Background: an optimization exercise with open tools, aiming at small area and a short achievable clock period. Do not read the settings as production practice. Only simulation tests tie the RTL to the original design; equivalence was not proved.

## flow/config.mk

```make
export PLATFORM = sky130hd
export DESIGN_NAME = calculator
export DESIGN_NICKNAME = calculator
export VERILOG_FILES = /design/flow/design.v
export SDC_FILE = /design/flow/constraint.sdc
export NUM_CORES = 8
export LEC_CHECK = 0
export CAP_MARGIN = 20
export CORE_MARGIN = 2
export CORE_UTILIZATION = 40
export SLEW_MARGIN = 20
export SYNTH_HIERARCHICAL = 1
export SYNTH_MINIMUM_KEEP_SIZE = 0
```

## flow/constraint.sdc

```tcl
create_clock -name core_clock -period 160.0 [get_ports {CLK100MHZ}]
set_input_delay 32.0000 -clock core_clock [delete_from_list [all_inputs] [get_ports {CLK100MHZ}]]
set_output_delay 32.0000 -clock core_clock [all_outputs]
set_load 0.01 [all_outputs]
```

## flow/design.v

```verilog
`timescale 1ns / 1ps
module clock_divider(
    input  logic [2:0] cnt,
    output logic [2:0] cnt_next
    );
    assign cnt_next[2] = cnt[1] & cnt[0];
    assign cnt_next[1] = cnt[1] ^ cnt[0];
    assign cnt_next[0] = ~cnt[0] & ~cnt[2];
endmodule
`timescale 1ns / 1ps
module dd_add3(input logic [3:0] x, output logic [3:0] y);
    assign y[3] = x[3] | (x[2] & (x[1] | x[0]));
    assign y[2] = (x[3] & x[0]) | (x[2] & ~x[1] & ~x[0]);
    assign y[1] = (x[1] & ~x[2]) | (x[1] & x[0]) | (x[3] & ~x[0]);
    assign y[0] = (x[0] & ~x[2] & ~x[3]) | (~x[0] & (x[3] | (x[2] & x[1])));
endmodule
module bin32_to_bcd #(parameter NBITS = 31, parameter NDIG = 8) (
    input  logic [NBITS-1:0] binary,
    output logic [4*NDIG-1:0] bcd
    );
    logic [4*NDIG-1:0] st [0:NBITS];
    assign st[0] = '0;
    genvar k, j;
    generate
        for (k = 0; k < NBITS; k++) begin : g_stage
            logic [4*NDIG-1:0] corr;
            for (j = 0; j < NDIG; j++) begin : g_dig
                if (((64'd1 << k) - 1) >= (64'd5 * (64'd10 ** j)))
                    dd_add3 u (.x(st[k][4*j +: 4]), .y(corr[4*j +: 4]));
                else
                    assign corr[4*j +: 4] = st[k][4*j +: 4];
            end
            assign st[k+1] = {corr[4*NDIG-2:0], binary[NBITS-1-k]};
        end
    endgenerate
    assign bcd = st[NBITS];
endmodule
`timescale 1ns / 1ps
module seven_segment(
    input  logic [3:0] sw_in,
    input  logic       inc,
    output logic [7:0] out
    );
    logic [3:0] v;
    always_comb begin
        case ({inc, sw_in})
            5'h00: v = 4'd0;  5'h01: v = 4'd1;  5'h02: v = 4'd2;  5'h03: v = 4'd3;
            5'h04: v = 4'd4;  5'h05: v = 4'd5;  5'h06: v = 4'd6;  5'h07: v = 4'd7;
            5'h08: v = 4'd8;  5'h09: v = 4'd9;
            5'h10: v = 4'd1;  5'h11: v = 4'd2;  5'h12: v = 4'd3;  5'h13: v = 4'd4;
            5'h14: v = 4'd5;  5'h15: v = 4'd6;  5'h16: v = 4'd7;  5'h17: v = 4'd8;
            5'h18: v = 4'd9;  5'h19: v = 4'd0;
            default: v = 4'bxxxx;
        endcase
        case (v)           
            4'h0: out = 8'b11000000;
            4'h1: out = 8'b11111001;
            4'h2: out = 8'b10100100;
            4'h3: out = 8'b10110000;
            4'h4: out = 8'b10011001;
            4'h5: out = 8'b10010010;
            4'h6: out = 8'b10000010;
            4'h7: out = 8'b11111000;
            4'h8: out = 8'b10000000;
            4'h9: out = 8'b10010000;
            default: out = 8'bxxxxxxxx;
        endcase
    end
endmodule
`timescale 1ns / 1ps
module cl_fa(input logic a, b, c, output logic s, co);
    assign s  = a ^ b ^ c;
    assign co = (a & b) | (a & c) | (b & c);
endmodule
module cl_ha(input logic a, b, output logic s, co);
    assign s  = a ^ b;
    assign co = a & b;
endmodule
module cl_mul15(
    input  logic [14:0] x, y,
    output logic [29:0] p
    );
    logic [14:0] s [0:14];
    logic [14:0] c [0:14];
    genvar i, j;
    generate
        for (j = 0; j < 15; j++) begin : g_r0
            assign s[0][j] = x[j] & y[0];
            assign c[0][j] = 1'b0;
        end
        for (i = 1; i < 15; i++) begin : g_row
            for (j = 0; j < 15; j++) begin : g_col
                if (j == 14) begin : g_h
                    cl_ha h (.a(x[j] & y[i]), .b(c[i-1][j]), .s(s[i][j]), .co(c[i][j]));
                end else if (i == 1) begin : g_h1
                    cl_ha h (.a(x[j] & y[i]), .b(s[i-1][j+1]), .s(s[i][j]), .co(c[i][j]));
                end else begin : g_f
                    cl_fa f (.a(x[j] & y[i]), .b(s[i-1][j+1]), .c(c[i-1][j]), .s(s[i][j]), .co(c[i][j]));
                end
            end
        end
        for (i = 0; i < 15; i++) begin : g_lo
            assign p[i] = s[i][0];
        end
    endgenerate
    logic [13:0] rc;
    generate
        for (j = 0; j < 14; j++) begin : g_fin
            if (j == 0) begin : g_h
                cl_ha h (.a(s[14][j+1]), .b(c[14][j]), .s(p[15+j]), .co(rc[j]));
            end else begin : g_f
                cl_fa f (.a(s[14][j+1]), .b(c[14][j]), .c(rc[j-1]), .s(p[15+j]), .co(rc[j]));
            end
        end
    endgenerate
    assign p[29] = rc[13] | c[14][14];
endmodule
module cl_divrow #(parameter W = 1) (
    input  logic [W-1:0] t,
    input  logic [W-1:0] opn,
    input  logic         cin,
    input  logic         hz,
    output logic         q,
    output logic [W-1:0] r
    );
    logic [W:0] cy;
    logic [W-1:0] df;
    assign cy[0] = cin;
    genvar j;
    generate
        for (j = 0; j < W; j++) begin : g_b
            cl_fa f (.a(t[j]), .b(opn[j]), .c(cy[j]), .s(df[j]), .co(cy[j+1]));
        end
    endgenerate
    assign q = cy[W] & hz;
    assign r = q ? df : t;
endmodule
module cl_divlast #(parameter W = 16) (
    input  logic [W-1:0] t,
    input  logic [W-1:0] opn,
    input  logic         cin,
    output logic         q
    );
    logic [W:0] cy;
    assign cy[0] = cin;
    genvar j;
    generate
        for (j = 0; j < W; j++) begin : g_b
            assign cy[j+1] = (t[j] & opn[j]) | (t[j] & cy[j]) | (opn[j] & cy[j]);
        end
    endgenerate
    assign q = cy[W];
endmodule
module calculator(
    input logic CLK100MHZ,
    input logic RST,      
    input logic [15:0] SW,
    input logic BTNU,  
    input logic BTND,  
    input logic BTNL,  
    input logic BTNR,  
    input logic BTNC,  
    output logic [7:0] AN,       
    output logic [7:0] out       
    );
    localparam int CUT = 12;    
    logic [2:0]  cnt5;        
    logic [19:0] refresh;     
    logic [2:0]  hist;        
    logic [1:0]  state;       
    logic [3:0]  op;          
    logic [15:0] a_mag;       
    logic        a_neg;
    logic [30:0] r_mag;       
    logic        r_neg;       
    logic        r_inc;       
    logic        r_div;       
    localparam logic [1:0] IDLE = 2'd0, OPB = 2'd1, RES = 2'd2;
    genvar gi;
    logic [2:0] cnt5_next;
    clock_divider u_cnt (.cnt(cnt5), .cnt_next(cnt5_next));
    logic tick, any_op, press, a_load, calc;
    assign tick   = cnt5[2] & ~refresh[1] & refresh[0];    
    assign any_op = BTNU | BTND | BTNL | BTNR;
    assign press  = tick & ~hist[2] & hist[1];
    assign a_load = press & (state == IDLE) & any_op;
    assign calc   = press & (state == OPB) & BTNC;
    logic [19:0] refresh_next;
    logic [20:0] rfc;
    assign rfc[0] = 1'b1;
    generate
        for (gi = 0; gi < 20; gi++) begin : g_rf
            cl_ha h (.a(refresh[gi]), .b(rfc[gi]), .s(refresh_next[gi]), .co(rfc[gi+1]));
        end
    endgenerate
    logic s;                  
    logic [15:0] u;           
    assign s = SW[15];
    assign u = SW ^ {16{s}};
    logic [15:0] b_mag;       
    logic [16:0] bc;
    assign bc[0] = s;
    generate
        for (gi = 0; gi < 16; gi++) begin : g_inc
            cl_ha h (.a(u[gi]), .b(bc[gi]), .s(b_mag[gi]), .co(bc[gi+1]));
        end
    endgenerate
    logic [29:0] pm;
    cl_mul15 u_mul (.x(a_mag[14:0]), .y(b_mag[14:0]), .p(pm));
    logic [30:0] prod;
    always_comb begin
        prod = {1'b0, pm};
        prod[30:15] = {1'b0, pm[29:15]} | ({16{a_mag[15]}} & b_mag) | ({16{b_mag[15]}} & a_mag);
    end
    logic [15:0] hzu;         
    assign hzu[15] = 1'b1;
    generate
        for (gi = 14; gi >= 0; gi--) begin : g_hzu
            assign hzu[gi] = hzu[gi+1] & ~u[gi+1];
        end
    endgenerate
    logic [15:0] q_pre;
    logic [CUT-1:0] rem_pre [0:CUT];
    assign rem_pre[0] = '0;
    generate
        for (gi = 0; gi < CUT; gi++) begin : g_pre
            logic [gi:0] t, r;
            if (gi == 0) begin : g_t0
                assign t = a_mag[15];
            end else begin : g_t
                assign t = {rem_pre[gi][gi-1:0], a_mag[15-gi]};
            end
            cl_divrow #(.W(gi+1)) row (.t(t), .opn(~u[gi:0]), .cin(~s), .hz(hzu[gi]),
                                       .q(q_pre[15-gi]), .r(r));
            assign rem_pre[gi+1] = {{(CUT-1-gi){1'b0}}, r};
        end
    endgenerate
    assign q_pre[15-CUT:0] = '0;
    localparam int NLO = 16 - CUT;
    logic [30:0] dstate;
    assign dstate = {{(31 - CUT - CUT - NLO){1'b0}}, q_pre[15:16-CUT], rem_pre[CUT], a_mag[NLO-1:0]};
    logic [15:0] hzb;         
    assign hzb[15] = 1'b1;
    generate
        for (gi = 14; gi >= 0; gi--) begin : g_hzb
            assign hzb[gi] = hzb[gi+1] & ~a_mag[gi+1];
        end
    endgenerate
    logic [NLO-1:0] lo_n;
    logic [CUT-1:0] hi_q;
    assign lo_n = r_mag[NLO-1:0];
    assign hi_q = r_mag[NLO+CUT +: CUT];
    logic [15:0] quot;
    logic [15:0] rem_post [CUT:16];
    assign rem_post[CUT] = {{(16-CUT){1'b0}}, r_mag[NLO +: CUT]};
    generate
        for (gi = CUT; gi < 16; gi++) begin : g_post
            logic [gi:0] t;
            assign t = {rem_post[gi][gi-1:0], lo_n[15-gi]};
            if (gi < 15) begin : g_row
                logic [gi:0] r;
                cl_divrow #(.W(gi+1)) row (.t(t), .opn(~a_mag[gi:0]), .cin(1'b1), .hz(hzb[gi]),
                                           .q(quot[15-gi]), .r(r));
                assign rem_post[gi+1] = {{(15-gi){1'b0}}, r};
            end else begin : g_last
                cl_divlast #(.W(16)) row (.t(t), .opn(~a_mag), .cin(1'b1), .q(quot[0]));
            end
        end
    endgenerate
    assign quot[15:16-CUT] = hi_q;
    logic b_nz;               
    assign b_nz = ~hzb[0] | a_mag[0];
    logic eff_sub;
    assign eff_sub = a_neg ^ s ^ op[1];
    logic [16:0] ac;
    logic [15:0] asum;
    assign ac[0] = s ^ eff_sub;
    generate
        for (gi = 0; gi < 16; gi++) begin : g_as
            cl_fa f (.a(a_mag[gi]), .b(u[gi] ^ eff_sub), .c(ac[gi]), .s(asum[gi]), .co(ac[gi+1]));
        end
    endgenerate
    logic as_negd;            
    assign as_negd = eff_sub & ~ac[16];
    logic [16:0] as_m;
    assign as_m = {ac[16] & ~eff_sub, asum ^ {16{as_negd}}};
    logic [30:0] res_m;
    logic        res_neg, res_inc;
    always_comb begin
        res_m = '0;
        res_neg = 1'b0;
        res_inc = 1'b0;
        if (op[0] | op[1]) begin
            res_m = {14'd0, as_m};
            res_neg = a_neg ^ as_negd;
            res_inc = as_negd;
        end else if (op[2]) begin
            res_m = prod;
            res_neg = a_neg ^ s;
        end else if (op[3]) begin
            res_m = dstate;
            res_neg = a_neg ^ s;
        end
    end
    always_ff @(posedge CLK100MHZ) begin
        if (RST) begin
            cnt5    <= '0;
            refresh <= '0;
            state   <= IDLE;
            hist    <= '0;
            op      <= '0;
        end else begin
            cnt5    <= cnt5_next;
            refresh <= refresh_next;
            if (tick) begin
                hist <= {hist[1:0], any_op | BTNC};
                if (press) begin
                    if      (BTNU) op <= 4'b0001;
                    else if (BTND) op <= 4'b0010;
                    else if (BTNL) op <= 4'b0100;
                    else if (BTNR) op <= 4'b1000;
                    case (state)
                        IDLE: if (any_op) state <= OPB;
                        OPB:  if (BTNC)   state <= RES;
                        RES:              state <= IDLE;
                        default: ;
                    endcase
                end
            end
        end
    end
    always_ff @(posedge CLK100MHZ) begin
        if (a_load | calc) a_mag <= b_mag;
        if (a_load) a_neg <= s;
        if (calc) begin
            r_mag <= res_m;
            r_neg <= res_neg;
            r_inc <= res_inc;
            r_div <= op[3];
        end
    end
    logic [2:0] d;
    assign d = refresh[19:17];
    logic is_res;
    assign is_res = (state == RES);
    logic [30:0] val;
    logic        inc, neg;
    always_comb begin
        if (!is_res) begin
            val = {15'd0, u};
            inc = s;
            neg = s;
        end else if (r_div) begin
            val = {15'd0, quot & {16{b_nz}}};
            inc = 1'b0;
            neg = r_neg & (|val);
        end else begin
            val = r_mag;
            inc = r_inc;
            neg = r_neg & ((|val) | inc);
        end
    end
    logic [31:0] bcd;
    bin32_to_bcd #(.NBITS(31), .NDIG(8)) u_bcd (.binary(val), .bcd(bcd));
    logic [3:0] nib;
    assign nib = bcd[4*d +: 4];
    logic [6:0] nine;
    generate
        for (gi = 0; gi < 7; gi++) begin : g_nine
            assign nine[gi] = (bcd[4*gi+3] & bcd[4*gi]) | (3'(gi) >= d);
        end
    endgenerate
    logic cin_d;
    assign cin_d = inc & (&nine);
    logic [7:0] seg;
    seven_segment u_seg (.sw_in(nib), .inc(cin_d), .out(seg));
    always_comb begin
        AN = 8'hFF;
        AN[d] = 1'b0;
        out = (d == 3'd7 && neg) ? 8'b10111111 : seg;
    end
endmodule
```

## flow/run.sh

```bash
#!/bin/bash
# synth_recipe.tcl (not shown) runs the flow's synth.tcl, then flattens the netlist and writes it again
# the make line also repeats each setting of config.mk as NAME=value (left out here)
make -C /OpenROAD-flow-scripts/flow DESIGN_CONFIG=/design/flow/config.mk WORK_HOME=/design/flow/orfs CLKGATE_MAP_FILE= SYNTH_SCRIPT=/design/flow/synth_recipe.tcl finish
```

==> report_table.html <==
<table>
<tr><th>Metric</th><th>Value</th></tr>
<tr><th colspan="2">Layout</th></tr>
<tr><td>Area Growth Syn to Fin</td><td>5.83%</td></tr>
<tr><td>Layout cell share with drive strength beyond 1</td><td>roughly 12%</td></tr>
<tr><td>Inserted Diodes</td><td>0</td></tr>
<tr><td>Total number of nets in the final design</td><td>about 3200</td></tr>
<tr><th colspan="2">STA</th></tr>
<tr><td>Final max-slew violation count</td><td>0</td></tr>
<tr><td>Period utilisation layout</td><td>46.5%</td></tr>
<tr><td>Minimum clock period after layout</td><td>74380 ps</td></tr>
<tr><td>Fin. Hold Viols</td><td>0</td></tr>
<tr><td>Least-Margin Pin Slew</td><td>903 ps</td></tr>
<tr><td>Final Hold Slack</td><td>~500 ps</td></tr>
<tr><td>Worst Clk Skew</td><td>13.3 ps</td></tr>
<tr><td>RSZ-0062 raised after global routing</td><td>no</td></tr>
<tr><td>Max transition margin</td><td>39.6%</td></tr>
<tr><td>Number of failing setup endpoints in the final timing report</td><td>0</td></tr>
<tr><td>Max Fclk</td><td>13.4 MHz</td></tr>
<tr><td>Aggregate negative setup slack</td><td>0 ps</td></tr>
<tr><th colspan="2">Clock tree</th></tr>
<tr><td>Buffer depth of the longest clock path</td><td>2</td></tr>
<tr><td>TritonCTS clock tree</td><td>done</td></tr>
<tr><td>Number of instances resized during post-cts repair</td><td>0</td></tr>
<tr><td>CTS Root Buffer Type</td><td>sky130_fd_sc_hd__clkbuf_16</td></tr>
<tr><td>Number of buffers added by the clock tree synthesis step</td><td>9</td></tr>
<tr><td>Max H-tree Level</td><td>3</td></tr>
<tr><td>Clock insertion delay at the later pin of the skew report</td><td>370 ps</td></tr>
<tr><td>Total of hold buffers inserted after clock tree synthesis</td><td>0</td></tr>
<tr><td>Sinks on the clock net</td><td>between 80 and 90</td></tr>
<tr><td>Post-CTS setup buffer count</td><td>0</td></tr>
<tr><td>Clock-pin slew on the worst setup and hold paths</td><td>approximately 70 ps</td></tr>
<tr><th colspan="2">Critical path</th></tr>
<tr><td>Origin of the critical flop-to-flop path</td><td>a_mag[15]</td></tr>
<tr><td>Arrival @ worst endpoint</td><td>42380 ps</td></tr>
<tr><td>Worst setup EP type</td><td>output pin</td></tr>
<tr><td>Type of origin of the critical path</td><td>input pin</td></tr>
<tr><td>Critical setup path kind</td><td>input pin to output pin</td></tr>
<tr><td>Buffering stage count on the worst path with inverters included</td><td>6</td></tr>
<tr><td>Reg2Reg Depth</td><td>94</td></tr>
<tr><td>Slowest Stage Delay on Critical Path</td><td>560 ps</td></tr>
<tr><td>Category of cells accounting for the largest share of critical-path delay</td><td>compound AO/OA/AOI/OAI gates</td></tr>
<tr><td>CP max FO</td><td>23</td></tr>
<tr><td>Cell occurring most often along the worst timing path</td><td>sky130_fd_sc_hd__a21oi_1</td></tr>
<tr><td>Reg2reg setup slack</td><td>124610 ps</td></tr>
<tr><td>Worst R2R End</td><td>r_mag[5]</td></tr>
<tr><td>Required time reported for the critical path endpoint</td><td>128000 ps</td></tr>
<tr><td>Standard cell with the maximum stage delay on the critical path</td><td>sky130_fd_sc_hd__clkdlybuf4s50_1</td></tr>
<tr><th colspan="2">Run status</th></tr>
<tr><td>Result of the run</td><td>timing/DRC/antenna clean</td></tr>
<tr><th colspan="2">Routing</th></tr>
<tr><td>Drt drc</td><td>0</td></tr>
<tr><td>Detail Route Antenna Nets</td><td>0</td></tr>
<tr><td>DRT iter0 DRCs</td><td>1131</td></tr>
<tr><td>Pre-antenna DRT Iters</td><td>7</td></tr>
<tr><td>Post-detailed-route via-to-cell ratio</td><td>5.61</td></tr>
<tr><td>Vias after detailed routing</td><td>20300</td></tr>
<tr><td>Post-DR wirelength/cell</td><td>17.0 um</td></tr>
<tr><td>DRT Wirelength</td><td>61800 um</td></tr>
<tr><th colspan="2">Floorplan</th></tr>
<tr><td>Die Outline Area</td><td>64300 um2</td></tr>
<tr><td>Number of top-level pins</td><td>39</td></tr>
<tr><td>Starting utilization of the core area</td><td>around 40%</td></tr>
<tr><td>Cell Rows</td><td>91</td></tr>
<tr><td>Core Region</td><td>61600 um2</td></tr>
<tr><td>Die extent in y</td><td>~250 um</td></tr>
<tr><td>Die width</td><td>254 um</td></tr>
<tr><th colspan="2">Placed design</th></tr>
<tr><td>HPWL after detailed placement</td><td>around 50000 um</td></tr>
<tr><td>Placer Congestion</td><td>0.898</td></tr>
<tr><td>Count of buffers from port buffering</td><td>37</td></tr>
<tr><th colspan="2">Worst hold path</th></tr>
<tr><td>Number of cells traversed by the worst hold path</td><td>2</td></tr>
<tr><td>Classification of the worst-slack hold path</td><td>flip-flop to flip-flop</td></tr>
<tr><td>Beginning of the worst hold path</td><td>hist[2]</td></tr>
<tr><td>Hold worst-path end</td><td>hist[2]</td></tr>
<tr><th colspan="2">GRT</th></tr>
<tr><td>Total routing resource utilization after global routing</td><td>19.7%</td></tr>
<tr><td>Initial antenna violation count</td><td>0</td></tr>
<tr><td>Via count of the first global-routing pass</td><td>a little over 20000</td></tr>
<tr><td>Global route overflow</td><td>0</td></tr>
<tr><td>Maximum number of pins on one net before global-route repair</td><td>36</td></tr>
<tr><td>Global-route wire length before repair</td><td>just over 100000 um</td></tr>
<tr><th colspan="2">Synth</th></tr>
<tr><td>Post-Syn Instances</td><td>2766</td></tr>
<tr><td>Warning count from the yosys run</td><td>16</td></tr>
<tr><td>Summed instance area of the synthesized netlist</td><td>24900 um2</td></tr>
<tr><td>Syn_area_per_cell</td><td>9.01 um2</td></tr>
<tr><th colspan="2">Run</th></tr>
<tr><td>Max-cap check violation count</td><td>0</td></tr>
</table>
-- sequential cells by signal, summed over array words and instances, names as in the netlist --
register  flops
state         2
a_mag        16
cnt5          3
hist          3
refresh      20
r_neg         1
r_div         1
op            4
r_inc         1
r_mag        31
a_neg         1
-- cells in the final DEF (no fill, tap or decap), types with 29 or more instances in the layout --
master and count:
sky130_fd_sc_hd__inv_1 189, sky130_fd_sc_hd__mux2_4 77, sky130_fd_sc_hd__clkdlybuf4s50_1 36, sky130_fd_sc_hd__conb_1 37, sky130_fd_sc_hd__a22o_1 135, sky130_fd_sc_hd__fa_1 331, sky130_fd_sc_hd__o21a_1 133, sky130_fd_sc_hd__o21ai_0 150
sky130_fd_sc_hd__nand2_1 54, sky130_fd_sc_hd__dfxtp_1 32, sky130_fd_sc_hd__nor2_1 175, sky130_fd_sc_hd__and2_1 245, sky130_fd_sc_hd__nand2b_1 265, sky130_fd_sc_hd__a22o_2 133, sky130_fd_sc_hd__ha_1 85, sky130_fd_sc_hd__a21oi_1 281
sky130_fd_sc_hd__mux2_2 43, sky130_fd_sc_hd__a22oi_1 29, sky130_fd_sc_hd__xnor2_1 34, sky130_fd_sc_hd__edfxtp_1 51
-- stage by stage --
step / utilization (%) / worst slack (ps) / cells / area, um2
after floorplan: - / 87800 / 2798 / 25000
after global placement: 42.3 / 86190 / 3611 / 26100
after detailed placement: 42.3 / 85830 / 3611 / 26100
after CTS: 42.8 / 85780 / 3627 / 26400
after global routing: 42.8 / 84550 / 3628 / 26400
final: 42.8 / 85620 / 3628 / 26400
-- worst register-to-register path, delay by kind of cell (launching register included) --
| kind | cells | cell delay (ps) |
|---|---|---|
| adder cells (fa/ha/maj) | 67 | 27440 |
| multiplexers | 12 | 4340 |
| AND/OR/NAND/NOR | 12 | 2410 |
| flip-flops | 1 | 390 |
| AO/OA/AOI/OAI | 2 | 270 |
| buffers and inverters | 1 | 250 |
-- how the worst max path moves through the flow --
stage,slack (ps),end,startpoint,cells past startpoint
2_1_floorplan,87800,out[3],SW[15],43
3_3_place_gp,86190,out[3],SW[15],44
3_5_place_dp,85830,out[3],SW[15],45
4_1_cts,85780,out[3],SW[15],44
5_1_grt,84550,out[3],SW[15],44
6_report,85620,out[3],SW[15],44
-- layout make-up --
cell class	count	area, um2
Multi-Input combinational cell	2438	21600
Sequential cell	83	2170
Clock inverter	6	48.8
Timing Repair Buffer	64	572
Tap cell	837	1050
Fill cell	5918	35200
Inverter	190	713
Clock buffer	10	250
-- metal layers --
layer / routed length [um] / global-route usage (%) / share of wire (%)
met5: 0 / 0 / 0
met4: 1590 / 5.43 / 2.6
met3: 2400 / 2.23 / 3.9
met2: 31500 / 36.4 / 51
met1: 26300 / 24.2 / 43

-- port drivers added, routing unchanged --
The results above use ideal ports. As a check the final layout listed here was re-extracted and re-timed, cells and wires unchanged.
Step 1, drivers: a clkbuf_16 drives CLK100MHZ and a buf_2 each remaining input, both assumed.
Step 2 also shifts input and output timing later by t, the mid clock arrival at the registers, as if the neighbouring blocks saw the same clock.
Slacks: ideal / step 1 / step 2; pairs: ideal / step 1.
t, ns: 0.400
setup WS [ns]: 85.618 / 85.594 / 85.594
worst hold slack (ns): 0.496 / 0.496 / 0.496
After both steps setup and hold are still met in this run. For this run, drivers alone change the setup slack by -0.024 ns; drivers and shift together by -0.024 ns.
